Source: an optimization exercise on an open RTL-to-GDS flow (aim: small area, a short achievable clock period and few clock cycles). Production flows keep margins and buffers that such runs may drop. Function was not checked in any run shown here: the RTL went through the layout flow alone. No run shown here takes its clock network from TritonCTS; it comes from the design's own scripts or RTL. The flow treats the clock pin as an ideal source. Dropping or thinning the clock tree relies on that and would not hold on a real chip. No activity file was given, so power comes from the tool's default toggle rates.

===== config.mk =====
export PLATFORM = sky130hd
export DESIGN_NAME = registers
export DESIGN_NICKNAME = registers
export VERILOG_FILES = /design/flow/design.v
export SDC_FILE = /design/flow/constraint.sdc
export NUM_CORES = 4
export LEC_CHECK = 0
export CAP_MARGIN = 20
export CORE_AREA = 10 10 150 150
export CTS_BUF_LIST = sky130_fd_sc_hd__clkbuf_8
export CTS_CLUSTER_SIZE = 40
export DIE_AREA = 0 0 160 160
export PLACE_DENSITY = 0.5
export SETUP_SLACK_MARGIN = 2.2
export SLEW_MARGIN = 20
export SYNTH_HIERARCHICAL = 1
export TNS_END_PERCENT = 20

===== constraint.sdc =====
create_clock -name core_clock -period 4.0 [get_ports {axi_clk}]
set_input_delay 0.8000 -clock core_clock [delete_from_list [all_inputs] [get_ports {axi_clk}]]
set_output_delay 0.8000 -clock core_clock [all_outputs]
set_load 0.01 [all_outputs]

===== design.v =====
module registers (
	input				axi_clk,
	input		[11:0]	h2f_axi_awid,
	input		[29:0]	h2f_axi_awaddr,
	input				h2f_axi_awvalid,
	output	reg			h2f_axi_awready,
	input		[31:0]	h2f_axi_wdata,
	input		[3:0]	h2f_axi_wstrb,
	input				h2f_axi_wlast,
	input				h2f_axi_wvalid,
	output	reg			h2f_axi_wready,
	output		[11:0]	h2f_axi_bid,
	output		[1:0]	h2f_axi_bresp,
	output	reg			h2f_axi_bvalid,
	input				h2f_axi_bready,
	input		[11:0]	h2f_axi_arid,
	input		[29:0]	h2f_axi_araddr,
	input		[3:0]	h2f_axi_arlen,
	input				h2f_axi_arvalid,
	output	reg			h2f_axi_arready,
	output		[11:0]	h2f_axi_rid,
	output	reg	[31:0]	h2f_axi_rdata,
	output		[1:0]	h2f_axi_rresp,
	output	reg			h2f_axi_rlast,
	output	reg			h2f_axi_rvalid,
	input				h2f_axi_rready,
	input		[31:0]	reg_fpga_rev,
	input				reg_sw1_4,
	input				reg_sw1_3,
	input				reg_sw1_2,
	input				reg_sw1_1,
	output	reg			reg_jp3_4,
	output	reg			reg_jp3_3,
	output	reg			reg_jp3_2,
	output	reg			reg_jp3_1,
	output	reg			reg_led_8,
	output	reg			reg_led_7,
	output	reg			reg_led_6,
	input				reg_led_5,
	output	reg	[20:1]	reg_jp5,
	output	reg	[6:1]	reg_jp4_rxn,
	output	reg	[6:1]	reg_jp4_rxp,
	output	reg	[6:1]	reg_jp4_txn,
	output	reg	[6:1]	reg_jp4_txp,
	input				axi_rst
);
	assign h2f_axi_bresp = 2'b00;
	assign h2f_axi_rresp = 2'b00;
	reg		[11:0]	oid;
	assign h2f_axi_bid = oid;
	assign h2f_axi_rid = oid;
	reg				dir;		 
	reg				wact;		 
	reg				wfirst;		 
	reg				wbuf;		 
	reg				wapply;		 
	reg				bpend;		 
	reg				eng;		 
	reg				eng_new;	 
	reg		[4:0]	addr;		 
	reg		[3:0]	aux;		 
	reg		[11:0]	xid;		 
	reg		[3:0]	esel;		 
	wire aw_hs = h2f_axi_awvalid & h2f_axi_awready;
	wire w_hs  = h2f_axi_wvalid  & h2f_axi_wready;
	wire ar_hs = h2f_axi_arvalid & h2f_axi_arready;
	wire hs_id = aw_hs | ar_hs;
	wire [11:0] id_in = dir ? h2f_axi_arid : h2f_axi_awid;
	wire [3:0] hstb = {h2f_axi_rdata[31], h2f_axi_rdata[30], h2f_axi_rdata[23], h2f_axi_rdata[22]};
	wire [31:0] wcap = {h2f_axi_wstrb[3], h2f_axi_wstrb[2], h2f_axi_wdata[29:24],
	                    h2f_axi_wstrb[1], h2f_axi_wstrb[0], h2f_axi_wdata[21:0]};
	wire wk     = w_hs & (wact | aw_hs);		 
	wire lone_w = w_hs & ~wact & ~aw_hs;		 
	wire hb     = wbuf & aw_hs;					 
	wire bgen   = (wk & h2f_axi_wlast) | (hb & aux[0]);
	wire ob_free = ~h2f_axi_bvalid | h2f_axi_bready;
	wire wact_n   = (wact | aw_hs) & ~bgen;
	wire wfirst_n = aw_hs ? ~(w_hs | wbuf) : (wfirst & ~w_hs);
	wire wbuf_n   = (wbuf & ~aw_hs) | lone_w;
	wire wapply_n = wk | hb;
	wire bpend_n  = (bpend | bgen) & ~ob_free;
	wire bvalid_n = bgen | bpend | (h2f_axi_bvalid & ~h2f_axi_bready);
	wire out_free = ~h2f_axi_rvalid | h2f_axi_rready;
	wire rload    = (ar_hs | eng) & out_free;		 
	wire [3:0] rrem = eng ? aux : h2f_axi_arlen;
	wire [4:0] ra = h2f_axi_araddr[6:2];
	wire [3:0] adec = {ra == 5'd3, ra == 5'd2, ra == 5'd1, ra == 5'd0};
	wire [3:0] sel = eng ? esel : adec;
	wire [4:0] addr1 = addr + 5'd1;
	wire rfirst   = ar_hs | eng_new;
	wire eng_n    = rload ? (rrem != 4'd0) : (eng | ar_hs);
	wire eng_new_n = ~rload & (eng_new | ar_hs);
	wire rvalid_n = rload | (h2f_axi_rvalid & ~h2f_axi_rready);
	wire [31:0] w1 = {12'b0, reg_sw1_4, reg_sw1_3, reg_sw1_2, reg_sw1_1, 4'b0,
	                  reg_jp3_4, reg_jp3_3, reg_jp3_2, reg_jp3_1, 4'b0,
	                  reg_led_8, reg_led_7, reg_led_6, reg_led_5};
	wire [31:0] w2 = {12'b0, reg_jp5};
	wire [31:0] w3 = {2'b0, reg_jp4_rxn, 2'b0, reg_jp4_rxp, 2'b0, reg_jp4_txn, 2'b0, reg_jp4_txp};
	wire stall = h2f_axi_rvalid & ~h2f_axi_rready;
	wire [3:0] rs = sel & {4{dir & ~stall}};
	wire rs_w = ~dir & h2f_axi_wready;
	wire rs_h = dir ? stall : ~h2f_axi_wready;
	wire [31:0] rdata_n;
	registers_ao6 u_rd0 (rs[0], reg_fpga_rev[0], rs[1], w1[0], rs[2], w2[0], rs[3], w3[0], rs_w, wcap[0], rs_h, h2f_axi_rdata[0], rdata_n[0]);
	registers_ao6 u_rd1 (rs[0], reg_fpga_rev[1], rs[1], w1[1], rs[2], w2[1], rs[3], w3[1], rs_w, wcap[1], rs_h, h2f_axi_rdata[1], rdata_n[1]);
	registers_ao6 u_rd2 (rs[0], reg_fpga_rev[2], rs[1], w1[2], rs[2], w2[2], rs[3], w3[2], rs_w, wcap[2], rs_h, h2f_axi_rdata[2], rdata_n[2]);
	registers_ao6 u_rd3 (rs[0], reg_fpga_rev[3], rs[1], w1[3], rs[2], w2[3], rs[3], w3[3], rs_w, wcap[3], rs_h, h2f_axi_rdata[3], rdata_n[3]);
	registers_ao5 u_rd4 (rs[0], reg_fpga_rev[4], rs[2], w2[4], rs[3], w3[4], rs_w, wcap[4], rs_h, h2f_axi_rdata[4], rdata_n[4]);
	registers_ao5 u_rd5 (rs[0], reg_fpga_rev[5], rs[2], w2[5], rs[3], w3[5], rs_w, wcap[5], rs_h, h2f_axi_rdata[5], rdata_n[5]);
	registers_ao4 u_rd6 (rs[0], reg_fpga_rev[6], rs[2], w2[6], rs_w, wcap[6], rs_h, h2f_axi_rdata[6], rdata_n[6]);
	registers_ao4 u_rd7 (rs[0], reg_fpga_rev[7], rs[2], w2[7], rs_w, wcap[7], rs_h, h2f_axi_rdata[7], rdata_n[7]);
	registers_ao6 u_rd8 (rs[0], reg_fpga_rev[8], rs[1], w1[8], rs[2], w2[8], rs[3], w3[8], rs_w, wcap[8], rs_h, h2f_axi_rdata[8], rdata_n[8]);
	registers_ao6 u_rd9 (rs[0], reg_fpga_rev[9], rs[1], w1[9], rs[2], w2[9], rs[3], w3[9], rs_w, wcap[9], rs_h, h2f_axi_rdata[9], rdata_n[9]);
	registers_ao6 u_rd10 (rs[0], reg_fpga_rev[10], rs[1], w1[10], rs[2], w2[10], rs[3], w3[10], rs_w, wcap[10], rs_h, h2f_axi_rdata[10], rdata_n[10]);
	registers_ao6 u_rd11 (rs[0], reg_fpga_rev[11], rs[1], w1[11], rs[2], w2[11], rs[3], w3[11], rs_w, wcap[11], rs_h, h2f_axi_rdata[11], rdata_n[11]);
	registers_ao5 u_rd12 (rs[0], reg_fpga_rev[12], rs[2], w2[12], rs[3], w3[12], rs_w, wcap[12], rs_h, h2f_axi_rdata[12], rdata_n[12]);
	registers_ao5 u_rd13 (rs[0], reg_fpga_rev[13], rs[2], w2[13], rs[3], w3[13], rs_w, wcap[13], rs_h, h2f_axi_rdata[13], rdata_n[13]);
	registers_ao4 u_rd14 (rs[0], reg_fpga_rev[14], rs[2], w2[14], rs_w, wcap[14], rs_h, h2f_axi_rdata[14], rdata_n[14]);
	registers_ao4 u_rd15 (rs[0], reg_fpga_rev[15], rs[2], w2[15], rs_w, wcap[15], rs_h, h2f_axi_rdata[15], rdata_n[15]);
	registers_ao6 u_rd16 (rs[0], reg_fpga_rev[16], rs[1], w1[16], rs[2], w2[16], rs[3], w3[16], rs_w, wcap[16], rs_h, h2f_axi_rdata[16], rdata_n[16]);
	registers_ao6 u_rd17 (rs[0], reg_fpga_rev[17], rs[1], w1[17], rs[2], w2[17], rs[3], w3[17], rs_w, wcap[17], rs_h, h2f_axi_rdata[17], rdata_n[17]);
	registers_ao6 u_rd18 (rs[0], reg_fpga_rev[18], rs[1], w1[18], rs[2], w2[18], rs[3], w3[18], rs_w, wcap[18], rs_h, h2f_axi_rdata[18], rdata_n[18]);
	registers_ao6 u_rd19 (rs[0], reg_fpga_rev[19], rs[1], w1[19], rs[2], w2[19], rs[3], w3[19], rs_w, wcap[19], rs_h, h2f_axi_rdata[19], rdata_n[19]);
	registers_ao4 u_rd20 (rs[0], reg_fpga_rev[20], rs[3], w3[20], rs_w, wcap[20], rs_h, h2f_axi_rdata[20], rdata_n[20]);
	registers_ao4 u_rd21 (rs[0], reg_fpga_rev[21], rs[3], w3[21], rs_w, wcap[21], rs_h, h2f_axi_rdata[21], rdata_n[21]);
	registers_ao3 u_rd22 (rs[0], reg_fpga_rev[22], rs_w, wcap[22], rs_h, h2f_axi_rdata[22], rdata_n[22]);
	registers_ao3 u_rd23 (rs[0], reg_fpga_rev[23], rs_w, wcap[23], rs_h, h2f_axi_rdata[23], rdata_n[23]);
	registers_ao4 u_rd24 (rs[0], reg_fpga_rev[24], rs[3], w3[24], rs_w, wcap[24], rs_h, h2f_axi_rdata[24], rdata_n[24]);
	registers_ao4 u_rd25 (rs[0], reg_fpga_rev[25], rs[3], w3[25], rs_w, wcap[25], rs_h, h2f_axi_rdata[25], rdata_n[25]);
	registers_ao4 u_rd26 (rs[0], reg_fpga_rev[26], rs[3], w3[26], rs_w, wcap[26], rs_h, h2f_axi_rdata[26], rdata_n[26]);
	registers_ao4 u_rd27 (rs[0], reg_fpga_rev[27], rs[3], w3[27], rs_w, wcap[27], rs_h, h2f_axi_rdata[27], rdata_n[27]);
	registers_ao4 u_rd28 (rs[0], reg_fpga_rev[28], rs[3], w3[28], rs_w, wcap[28], rs_h, h2f_axi_rdata[28], rdata_n[28]);
	registers_ao4 u_rd29 (rs[0], reg_fpga_rev[29], rs[3], w3[29], rs_w, wcap[29], rs_h, h2f_axi_rdata[29], rdata_n[29]);
	registers_ao3 u_rd30 (rs[0], reg_fpga_rev[30], rs_w, wcap[30], rs_h, h2f_axi_rdata[30], rdata_n[30]);
	registers_ao3 u_rd31 (rs[0], reg_fpga_rev[31], rs_w, wcap[31], rs_h, h2f_axi_rdata[31], rdata_n[31]);
	wire wbusy_n = wact_n | wbuf_n | bpend_n | bvalid_n | wapply_n;
	wire rbusy_n = rvalid_n | eng_n;
	wire wbusy   = wact | wbuf | bpend | h2f_axi_bvalid | wapply;
	wire rbusy   = h2f_axi_rvalid | eng;
	wire dir_n   = wbusy_n ? 1'b0 :
	               rbusy_n ? 1'b1 :
	               wbusy   ? 1'b1 :
	               rbusy   ? 1'b0 :
	               dir     ? ~(h2f_axi_awvalid | h2f_axi_wvalid) :
	                         h2f_axi_arvalid;
	wire widle_n = ~wact_n & ~bpend_n & ~rbusy_n & ~dir_n;
	always @(posedge axi_clk) begin
		if (axi_rst) begin
			dir             <= 1'b0;
			wact            <= 1'b0;
			wfirst          <= 1'b0;
			wbuf            <= 1'b0;
			wapply          <= 1'b0;
			bpend           <= 1'b0;
			eng             <= 1'b0;
			eng_new         <= 1'b0;
			h2f_axi_bvalid  <= 1'b0;
			h2f_axi_rvalid  <= 1'b0;
			h2f_axi_awready <= 1'b0;
			h2f_axi_wready  <= 1'b0;
			h2f_axi_arready <= 1'b0;
		end else begin
			dir             <= dir_n;
			wact            <= wact_n;
			wfirst          <= wfirst_n;
			wbuf            <= wbuf_n;
			wapply          <= wapply_n;
			bpend           <= bpend_n;
			eng             <= eng_n;
			eng_new         <= eng_new_n;
			h2f_axi_bvalid  <= bvalid_n;
			h2f_axi_rvalid  <= rvalid_n;
			h2f_axi_awready <= widle_n;
			h2f_axi_wready  <= wact_n | (widle_n & ~wbuf_n);
			h2f_axi_arready <= ~eng_n & ~wbusy_n & dir_n;
		end
	end
	always @(posedge axi_clk) begin
		if (aw_hs)
			addr <= h2f_axi_awaddr[6:2];
		else if (w_hs & ~wfirst & wact)
			addr <= addr1;
		else if (ar_hs)
			addr <= ra;
		else if (rload & ~eng_new)
			addr <= addr1;
		if (ar_hs)
			esel <= out_free ? {adec[2:0], ra == 5'd31} : adec;
		else if (rload)
			esel <= {esel[2:0], eng_new ? addr == 5'd31 : addr == 5'd30};
		if (lone_w)
			aux[0] <= h2f_axi_wlast;
		else if (dir)
			aux <= rload ? rrem - 4'd1 : rrem;
		if (hs_id)
			xid <= id_in;
		if ((bgen | bpend) & ob_free | rload & rfirst)
			oid <= hs_id ? id_in : xid;
		h2f_axi_rdata <= rdata_n;
		if (rload)
			h2f_axi_rlast <= (rrem == 4'd0);
	end
	wire wr1 = wapply & (addr == 5'd1);
	wire wr2 = wapply & (addr == 5'd2);
	wire wr3 = wapply & (addr == 5'd3);
	wire [31:0] wd1 = h2f_axi_rdata | {32{axi_rst}};		 
	wire [11:8] wd0 = h2f_axi_rdata[11:8] & {4{~axi_rst}};	 
	always @(posedge axi_clk) begin
		if (wr1 & hstb[1] | axi_rst) {reg_jp3_4, reg_jp3_3, reg_jp3_2, reg_jp3_1} <= wd0[11:8];
		if (wr1 & hstb[0] | axi_rst) {reg_led_8, reg_led_7, reg_led_6} <= wd1[3:1];
		if (wr2 & hstb[2] | axi_rst) reg_jp5[20:17] <= wd1[19:16];
		if (wr2 & hstb[1] | axi_rst) reg_jp5[16:9]  <= wd1[15:8];
		if (wr2 & hstb[0] | axi_rst) reg_jp5[8:1]   <= wd1[7:0];
		if (wr3 & hstb[3] | axi_rst) reg_jp4_rxn <= wd1[29:24];
		if (wr3 & hstb[2] | axi_rst) reg_jp4_rxp <= wd1[21:16];
		if (wr3 & hstb[1] | axi_rst) reg_jp4_txn <= wd1[13:8];
		if (wr3 & hstb[0] | axi_rst) reg_jp4_txp <= wd1[5:0];
	end
endmodule
module registers_ao3 (input s0, input d0, input s1, input d1, input s2, input d2, output y);
	assign y = (s0 & d0) | (s1 & d1) | (s2 & d2);
endmodule
module registers_ao4 (input s0, input d0, input s1, input d1, input s2, input d2, input s3, input d3, output y);
	assign y = (s0 & d0) | (s1 & d1) | (s2 & d2) | (s3 & d3);
endmodule
module registers_ao5 (input s0, input d0, input s1, input d1, input s2, input d2, input s3, input d3, input s4, input d4, output y);
	assign y = (s0 & d0) | (s1 & d1) | (s2 & d2) | (s3 & d3) | (s4 & d4);
endmodule
module registers_ao6 (input s0, input d0, input s1, input d1, input s2, input d2, input s3, input d3, input s4, input d4, input s5, input d5, output y);
	assign y = (s0 & d0) | (s1 & d1) | (s2 & d2) | (s3 & d3) | (s4 & d4) | (s5 & d5);
endmodule

===== flow/run.sh =====
#!/bin/bash
set -euo pipefail
bash standard.sh 'BUFFER_PORTS_ARGS=-buffer_cell sky130_fd_sc_hd__buf_1' \
  "PRE_CTS_TCL=$PWD/flow/manual_tree.tcl" \
  finish > make.log 2>&1

===== flow/manual_tree.tcl =====
# Clock tree built by hand, in levels: the clock sinks are split into groups by
# location (k-means) and each group is driven by one clock buffer at its centre;
# the buffers' inputs are grouped again for the next level; the clock port drives
# the top level.
proc kmeans_groups {items K} {
  set n [llength $items]
  set sorted [lsort -real -index 1 $items]
  set cx {}; set cy {}
  for {set k 0} {$k < $K} {incr k} {
    set s [lindex $sorted [expr {int(($k + 0.5) * $n / $K)}]]
    lappend cx [lindex $s 1]; lappend cy [lindex $s 2]
  }
  for {set iter 0} {$iter < 100} {incr iter} {
    set sx [lrepeat $K 0.0]; set sy [lrepeat $K 0.0]; set sc [lrepeat $K 0]
    set assign {}
    foreach s $items {
      set best 0; set bd 1e30
      for {set k 0} {$k < $K} {incr k} {
        set d [expr {abs([lindex $s 1] - [lindex $cx $k]) + abs([lindex $s 2] - [lindex $cy $k])}]
        if {$d < $bd} { set bd $d; set best $k }
      }
      lappend assign $best
      lset sx $best [expr {[lindex $sx $best] + [lindex $s 1]}]
      lset sy $best [expr {[lindex $sy $best] + [lindex $s 2]}]
      lset sc $best [expr {[lindex $sc $best] + 1}]
    }
    for {set k 0} {$k < $K} {incr k} {
      if {[lindex $sc $k] > 0} {
        lset cx $k [expr {[lindex $sx $k] / [lindex $sc $k]}]
        lset cy $k [expr {[lindex $sy $k] / [lindex $sc $k]}]
      }
    }
  }
  return [list $assign $cx $cy $sc]
}

# items: list of {iterm x y}; drives each group from a new buffer; returns the buffers' inputs
proc drive_groups {items K cell prefix} {
  set block [ord::get_db_block]
  lassign [kmeans_groups $items $K] assign cx cy sc
  set master [[ord::get_db] findMaster $cell]
  set out {}
  for {set k 0} {$k < $K} {incr k} {
    if {[lindex $sc $k] == 0} { continue }
    set inst [odb::dbInst_create $block $master "${prefix}_$k"]
    $inst setLocation [expr {int([lindex $cx $k])}] [expr {int([lindex $cy $k])}]
    $inst setPlacementStatus PLACED
    set cn [odb::dbNet_create $block "${prefix}_net_$k"]
    $cn setSigType CLOCK
    [$inst findITerm X] connect $cn
    set net($k) $cn
    lappend out [list [$inst findITerm A] [lindex $cx $k] [lindex $cy $k]]
  }
  set i 0
  foreach s $items {
    set it [lindex $s 0]
    $it disconnect
    $it connect $net([lindex $assign $i])
    incr i
  }
  puts "clock level $prefix: [llength $out] x $cell, group sizes $sc"
  return $out
}

proc manual_clock_tree2 {levels} {
  set block [ord::get_db_block]
  set clk [$block findNet axi_clk]
  set items {}
  foreach it [$clk getITerms] {
    set bb [[$it getInst] getBBox]
    lappend items [list $it [expr {([$bb xMin] + [$bb xMax]) / 2.0}] [expr {([$bb yMin] + [$bb yMax]) / 2.0}]]
  }
  set l 0
  foreach {K cell} $levels {
    set items [drive_groups $items $K $cell clkman$l]
    incr l
  }
  foreach s $items { [lindex $s 0] connect $clk }
}

# Used as PRE_CTS_TCL: build the tree by hand (8 leaf clkbuf_16 under 2 clkbuf_16 fed
# by the clock port), then make the CTS call in cts.tcl a no-op so the rest of the
# step (placement legalisation, timing repair, outputs) runs as usual.
manual_clock_tree2 {8 sky130_fd_sc_hd__clkbuf_16 2 sky130_fd_sc_hd__clkbuf_16}
proc clock_tree_synthesis {args} { puts "clock tree built by hand; clock_tree_synthesis skipped" }

===== standard.sh =====
#!/bin/bash
# synth_recipe.tcl (not shown) runs the flow's synth.tcl, then flattens the netlist and writes it again
# the make line also repeats each setting of config.mk as NAME=value (left out here)
make -C /OpenROAD-flow-scripts/flow DESIGN_CONFIG=/design/flow/config.mk WORK_HOME=/design/flow/orfs CLKGATE_MAP_FILE= SYNTH_SCRIPT=/design/flow/synth_recipe.tcl "${@:-finish}"

==> qor.csv, run 1 <==
metric,value,unit
Seq pwr share,44.6,%
global route total overflow,0,
placed cell area,6880,um2
Least-Margin Pin Slew,0.589,ns
via count,5028,
CP endpoint kind,output pin,
Sw Share,36.9,%
clock skew,0.0517,ns
hpwl dp,13900,um
Startpoint Class,flip-flop,
worst path cell trace,buf_1,
first-pass GRT wire length,32200,um
commonest cells in the netlist,"77 x edfxtp_1, 68 x a22oi_1, 57 x dfxtp_1, 43 x nand2_1, 28 x or2_2",
crit path to,h2f_axi_rdata[22],
Int Pwr,3.29,mW
fin cells,1015,
post-synth top area cell,edfxtp_1,
critical path class,flip-flop to output pin,
First DRT Iteration DRCs,373,
Synth top area share,40.3,%
dominant synthesized flop cell,edfxtp_1,
Place WS,1.37,ns
Crit-path slowest cell,dfxtp_2,
Final Cycle Share,45.1,%
P_leak,2.90,nW
wire per inst,21.2,um
I/O pin count,286,
fmax,0.555,GHz
cell with the most instances after synthesis,edfxtp_1,
arrival time worst endpoint,1.00,ns
CP Max Fanout,5,
Site Rows,51,
dpl cells,953,
largest net degree at the start of global routing,43,
asr flop ratio synth,0,%
Setup TNS,0,ns
initial antenna violation count,0,
reg2reg end,h2f_axi_rdata[31]$_DFF_P_,
die height,160,um
max-cap violations,0,
antenna cells,0,
Critical R2R Launch,eng$_SDFF_PP0_,
status,timing/DRC/antenna clean,
Pre-antenna DRT Iters,5,
final wirelength,21500,um
r2r setup slk,2.29,ns
Setup crit start,h2f_axi_rdata[22]$_DFF_P_,
Ys Warns,7,
WP depth,1,
nets,925,
RSZ-0062 raised after global routing,yes,
CP max stage delay,0.42,ns
Worst slew margin,60.7,%
Final Setup Violations,0,
post-route design area,8110,um2
register area share after synthesis,60.2,%
R2R depth,7,
starting density of the core,29.6,%
Switching Power,1.92,mW
Vias/cell,4.95,
syn avg cell area,11.8,um2
post-synth cell types,51,
Pwr Density,643,nW/um2
vias in the first global route,5372,
Worst-path clk slew,0.09,ns
leading post-synthesis cells by cell area,"edfxtp_1 40%, dfxtp_1 20%, a22oi_1 8.9%",
IO Port Bufs,227,
Worst EP required,3.20,ns
"CP delay by family, top",flip-flops,
crit path buf inv count,1,
cell area after synthesis,5740,um2
Worst IR Drop VDD,0.000272,V
setup ws final,2.20,ns
Syn Inst Count,485,
Residual DRC,0,
Core ar.,19400,um2
min Tclk post-route,1.80,ns
Hold Path Class,flip-flop to flip-flop,
Die Area,25600,um2
fin. max-slew vios,0,
Die X,160,um
combinational share of power,38.6,%
total track usage,15.6,%
clock power share,16.8,%
DRT antenna net count,0,
Yosys reg bits,134,
Area growth syn-to-layout,41.2,%
RD Place Congestion,0.849,
worst skew pair latency,0.34,ns
layout cell share with drive strength beyond 1,22.3,%
Final Hold Fails,0,
Post-synth EDFFs,77,
flip-flops by register name, summed over array words and instances (netlist names), 4 cells and up:
signal         flops
addr               5
aux                4
esel               4
h2f_axi_rdata     32
oid               12
reg_jp4_rxn        6
reg_jp4_rxp        6
reg_jp4_txn        6
reg_jp4_txp        6
reg_jp5           20
xid               12
power by group through the flow:
stage               Clock, mW  Combinational [mW]  Sequential, mW
floorplan                   0               0.956            2.32
global placement            0                1.53            2.29
detailed placement          0                1.55            2.30
CTS                     0.695                1.97            2.34
global route            0.955                2.20            2.37
finish                  0.877                2.01            2.33
modules after synthesis, one instance, submodules excluded:
module / area (um2) / times used / flip-flops and latches
registers: 5040 / 1 / 134
registers_ao3: 13.8 / 4 / 0
registers_ao4: 18.8 / 12 / 0
registers_ao5: 21.3 / 4 / 0
registers_ao6: 27.5 / 12 / 0
placed cells by master (no fill, tap or decap), drive strengths merged, types with 7 or more instances in the layout:
cell | synthesis | layout
a22oi | 68 | 68
a21oi | 9 | 10
nand3 | 17 | 17
nor3 | 7 | 7
or2 | 29 | 29
buf | 23 | 273
edfxtp | 77 | 77
nor2b | 7 | 8
o21ai | 21 | 21
nand2 | 44 | 44
nor2 | 17 | 22
inv | 10 | 10
a222oi | 8 | 8
a21o | 8 | 8
dfxtp | 57 | 57
mux2i | 22 | 22
clkbuf | 7 | 11
timing repair:
item / in CTS / in global routing
setup buffers: 36 / 6
pin swaps: 38 / 2
gates cloned: 10 / 0
resized for setup: 78 / 23
setup endpoints to repair: 209 / 93
hold buffers: 0 / 0
worst min-delay path by stage:
stage / startpoint / slack [ns] / to / cells past startpoint
floorplan: xid[0]$_DFF_P_ / 0.43 / xid[0]$_DFF_P_ / 2
global placement: xid[8]$_DFF_P_ / 0.44 / xid[8]$_DFF_P_ / 2
detailed placement: xid[8]$_DFF_P_ / 0.45 / xid[8]$_DFF_P_ / 2
CTS: xid[3]$_DFF_P_ / 0.45 / xid[3]$_DFF_P_ / 2
global route: xid[0]$_DFF_P_ / 0.49 / xid[0]$_DFF_P_ / 2
finish: xid[6]$_DFF_P_ / 0.47 / xid[6]$_DFF_P_ / 2
through the flow:
step	util [%]	total power, mW	hold slack, ns
2_1_floorplan	-	3.27	0.427
4_1_cts	41.1	5.01	0.451
3_5_place_dp	35.4	3.86	0.454
6_report	41.8	5.22	0.467
3_3_place_gp	35.4	3.82	0.439
5_1_grt	41.8	5.52	0.488
area by class of cell:
class	instances	area [um2]
multi-input combinational	321	2490
timing repair buffer	275	1530
fill	1915	11300
buffer	10	250
inverter	10	37.5
sequential	134	3460
tap	265	332
cells by family after synthesis:
family	share of synthesized area, %
buffers and inverters	3.84
and+or+nand+nor	13.5
other	0.0653
adders and majority gates	0.872
DFF	60.2
AOI/OAI and AO/OA	16.3
xor gates and xnor gates	1.22
muxes	4.03
routing by layer:
metal | part of all wire (%) | vias up | global-route usage, % | wire length, um
li1 | - | 2355 | - | -
met1 | 43 | 2386 | 19.8 | 9250
met2 | 47 | 261 | 26.8 | 10100
met3 | 8.6 | 26 | 3.42 | 1860
met4 | 1.8 | 0 | 2.63 | 380
met5 | 0 | - | 0 | 0
==> run 2: changes to the inputs <==
--- a/flow/manual_tree.tcl
+++ b/flow/manual_tree.tcl
@@ -78,8 +78,8 @@
   foreach s $items { [lindex $s 0] connect $clk }
 }
 
-# Used as PRE_CTS_TCL: build the tree by hand (8 leaf clkbuf_16 under 2 clkbuf_16 fed
+# Used as PRE_CTS_TCL: build the tree by hand (12 leaf clkbuf_8 under 3 clkbuf_16 fed
 # by the clock port), then make the CTS call in cts.tcl a no-op so the rest of the
 # step (placement legalisation, timing repair, outputs) runs as usual.
-manual_clock_tree2 {8 sky130_fd_sc_hd__clkbuf_16 2 sky130_fd_sc_hd__clkbuf_16}
+manual_clock_tree2 {12 sky130_fd_sc_hd__clkbuf_8 3 sky130_fd_sc_hd__clkbuf_16}
 proc clock_tree_synthesis {args} { puts "clock tree built by hand; clock_tree_synthesis skipped" }
==> run 2 against run 1 <==
- final area grew 0.11%
- setup slack lost 0.027 ns
- wire length shrank 0.45%
- cell count increased by 0.99%
- first-iteration DRC count is 2.4% lower
- combinational power is essentially flat
- largest cell class unchanged
==> qor.csv, run 2 <==
metric,value,unit,change
status,timing/DRC/antenna clean,,
worst skew pair latency,0.33,ns,about the same
Worst slew margin,62.8,%,+2.1 points
total track usage,15.4,%,-0.17 points
hpwl dp,13900,um,unchanged
R2R depth,7,,unchanged
Startpoint Class,input port,,
Pre-antenna DRT Iters,5,,unchanged
first-pass GRT wire length,32000,um,-0.66%
"commonest cells after routing, fill and taps aside","218 x buf_1, 77 x edfxtp_1, 54 x dfxtp_1",,
initial antenna violation count,0,,unchanged
Die Area,25600,um2,unchanged
First DRT Iteration DRCs,364,,-2.4%
I/O pin count,286,,unchanged
fin. max-slew vios,0,,unchanged
Syn Inst Count,485,,unchanged
worst path cell trace,buf_12 -> nor4b_4 -> a22oi_2 -> buf_4 -> nor2_4 -> buf_12 -> a22oi_1 -> nand3_1,,
cell area after synthesis,5740,um2,unchanged
Top reg by flops,h2f_axi_rdata,,
antenna cells,0,,unchanged
"CP delay by family, top",simple AND/OR/NAND/NOR gates,,
CP Max Fanout,9,,+4
fin cells,1025,,+0.99%
wire per inst,20.9,um,-1.4%
top flop regs,"h2f_axi_rdata x32, reg_jp5 x20",,
CP max stage delay,0.37,ns,-0.05 ns
Least-Margin Pin Slew,0.557,ns,-0.0316 ns
Yosys reg bits,134,,unchanged
Worst-path clk slew,0.07,ns,-0.02 ns
Final Hold Fails,0,,unchanged
combinational share of power,39.2,%,+0.6 points
Die X,160,um,unchanged
min Tclk post-route,1.83,ns,+0.0269 ns
RSZ-0062 raised after global routing,yes,,
clock power share,15.9,%,-0.9 points
vias in the first global route,5375,,+0.056%
RD Place Congestion,0.849,,unchanged
Site Rows,51,,unchanged
dpl cells,953,,unchanged
DRT antenna net count,0,,unchanged
nets,935,,+1.1%
CP endpoint kind,flip-flop,,
via count,5087,,+1.2%
Final Cycle Share,45.7,%,+0.67 points
final core occ,41.8,%,+0.045 points
cts hold-fix bufs,0,,unchanged
Vias/cell,4.96,,+0.19%
Post-synth EDFFs,77,,unchanged
Synth top area share,40.3,%,unchanged
min-delay src,xid[1]$_DFF_P_,,
starting density of the core,29.6,%,unchanged
Pwr Density,640,nW/um2,-0.56%
Worst IR Drop VDD,0.000272,V,+0.12%
arrival time worst endpoint,2.02,ns,+1.02 ns
max reg flops,32,,unchanged
commonest cells in the netlist,"77 x edfxtp_1, 68 x a22oi_1, 57 x dfxtp_1, 43 x nand2_1, 28 x or2_2",,
register area share after synthesis,60.2,%,unchanged
asr flop ratio synth,0,%,unchanged
die height,160,um,unchanged
Critical R2R Launch,eng$_SDFF_PP0_,,
reg2reg end,h2f_axi_rdata[31]$_DFF_P_,,
Switching Power,1.92,mW,about the same
Worst Hold End,xid[1]$_DFF_P_,,
Core ar.,19400,um2,unchanged
P_leak,2.92,nW,+0.64%
Ys Warns,7,,unchanged
Final Setup Violations,0,,unchanged
r2r setup slk,2.24,ns,-0.05 ns
Crit-path slowest cell,nor4b_4,,
clock skew,0.0798,ns,+0.0281 ns
Place WS,1.37,ns,unchanged
Area growth syn-to-layout,41.4,%,
"most used cell, CP",buf_12,,
dominant synthesized flop cell,edfxtp_1,,
Hold Path Class,flip-flop to flip-flop,,
cell with the most instances after synthesis,edfxtp_1,,
"most common cell after layout, fill and taps aside",buf_1,,
post-synth top area cell,edfxtp_1,,
Design Power,5.19,mW,-0.45%
global route total overflow,0,,unchanged
Worst EP required,4.19,ns,+0.99 ns
Residual DRC,0,,unchanged
fmax,0.546,GHz,-1.5%
post-synth cell types,51,,unchanged
crit path buf inv count,3,,+2
Seq pwr share,44.9,%,+0.3 points
Setup crit start,h2f_axi_araddr[5],,
IO Port Bufs,227,,unchanged
critical path class,input port to flip-flop,,
max-cap violations,0,,unchanged
Int Pwr,3.27,mW,-0.69%
leading post-synthesis cells by cell area,"edfxtp_1 40%, dfxtp_1 20%, a22oi_1 8.9%",,
syn avg cell area,11.8,um2,unchanged
Setup TNS,0,ns,unchanged
Sw Share,37.0,%,+0.15 points
Hold Path Depth,2,,unchanged
setup ws final,2.17,ns,-0.0269 ns
largest net degree at the start of global routing,43,,unchanged
final wirelength,21400,um,-0.45%
layout cell share with drive strength beyond 1,22.9,%,+0.63 points
run 2: worst max-delay path by stage:
stage	to	slack [ns]	depth (start not counted)
2_1_floorplan	h2f_axi_rdata[12]$_DFF_P_	2.02	5
5_1_grt	h2f_axi_rdata[8]$_DFF_P_	2.12	8
3_5_place_dp	h2f_axi_rdata[29]$_DFF_P_	1.37	6
3_3_place_gp	h2f_axi_rdata[29]$_DFF_P_	1.34	6
6_report	h2f_axi_rdata[8]$_DFF_P_	2.17	8
4_1_cts	h2f_axi_rdata[31]$_DFF_P_	1.91	8
run 2: layout make-up:
class | instances | area [um2]
Buffer | 15 | 240
Fill cell | 1911 | 11300
Inverter | 10 | 37.5
Multi-Input combinational cell | 321 | 2490
Sequential cell | 134 | 3460
Tap cell | 265 | 332
Timing Repair Buffer | 280 | 1560
run 2: cells by family after synthesis:
group | count (synthesis) | synth area share [%]
simple gates | 148 | 13.5
flops | 134 | 60.2
compound gates | 127 | 16.3
buf+inv | 40 | 3.84
mux | 23 | 4.03
xor+xnor | 8 | 1.22
fa+ha+maj | 4 | 0.872
other cells | 1 | 0.0653
run 2: power by group through the flow:
| stage | Clock [mW] | Combinational (mW) | Sequential [mW] |
|---|---|---|---|
| floorplan | 0 | 0.956 | 2.32 |
| global placement | 0 | 1.53 | 2.29 |
| detailed placement | 0 | 1.55 | 2.30 |
| CTS | 0.640 | 1.98 | 2.34 |
| global route | 0.910 | 2.23 | 2.37 |
| finish | 0.828 | 2.03 | 2.33 |
run 2: layer usage:
metal  up-vias  part of all wire [%]  global-route usage [%]
met3        30                   8.5                    3.60
li1       2377                     -                       -
met4         0                   2.5                    3.59
met2       259                    46                    25.9
met5         -                     0                       0
met1      2421                    43                    19.7
run 2: per-module statistics from Yosys, one instance, submodules excluded:
module | times used | area [um2] | flops+latches
registers_ao6 | 12 | 27.5 | 0
registers_ao3 | 4 | 13.8 | 0
registers_ao4 | 12 | 18.8 | 0
registers | 1 | 5040 | 134
registers_ao5 | 4 | 21.3 | 0
run 2: what timing repair did:
| action | CTS | global route |
|---|---|---|
| endpoints found under the setup margin | 209 | 100 |
| buffers inserted | 37 | 11 |
| gates cloned | 9 | 0 |
| resized for setup | 70 | 25 |
| pin swaps | 37 | 4 |
run 2: tightest hold or removal path, stage by stage (launching register included):
cell	delay, ns
dfxtp_1	0.31
nand2_1	0.05
o21ai_2	0.06
run 2: per-stage QoR:
stage / hold slack, ns / instance area [um2]
final: 0.448 / 8110
after global routing: 0.467 / 8110
after CTS: 0.442 / 7940
after detailed placement: 0.454 / 6880
after global placement: 0.439 / 6880
after floorplan: 0.427 / 5850

==> port drivers added, routing unchanged <==
How much do the figures lean on ideal ports? The routed layouts below were timed once more, with nothing changed but the port constraints.
Step 1: set_driving_cell puts a clkbuf_16 on axi_clk and a buf_2 on each other input, an assumption about the parent block.
Step 2 adds t to the input delays and takes it off the output delays; t is the mean of the earliest and latest rising clock arrival at the registers after step 1. Input paths then give back, and output paths get back, about the clock's delay inside the block.
Slacks: ideal ports / drivers / drivers and shift; pairs: ideal ports / drivers.
run	t (ns)	slack for setup (ns)	hold WS [ns]	cell pins on the clock port's net
run 1	0.363	2.197 / 2.142 / 1.866	0.467 / 0.467 / 0.467	2
run 2	0.365	2.170 / 2.106 / 1.834	0.448 / 0.448 / 0.448	3
After both steps every run listed still meets setup and hold. For run 2, which loses most, drivers alone change the setup slack by -0.064 ns; drivers and shift together by -0.336 ns.
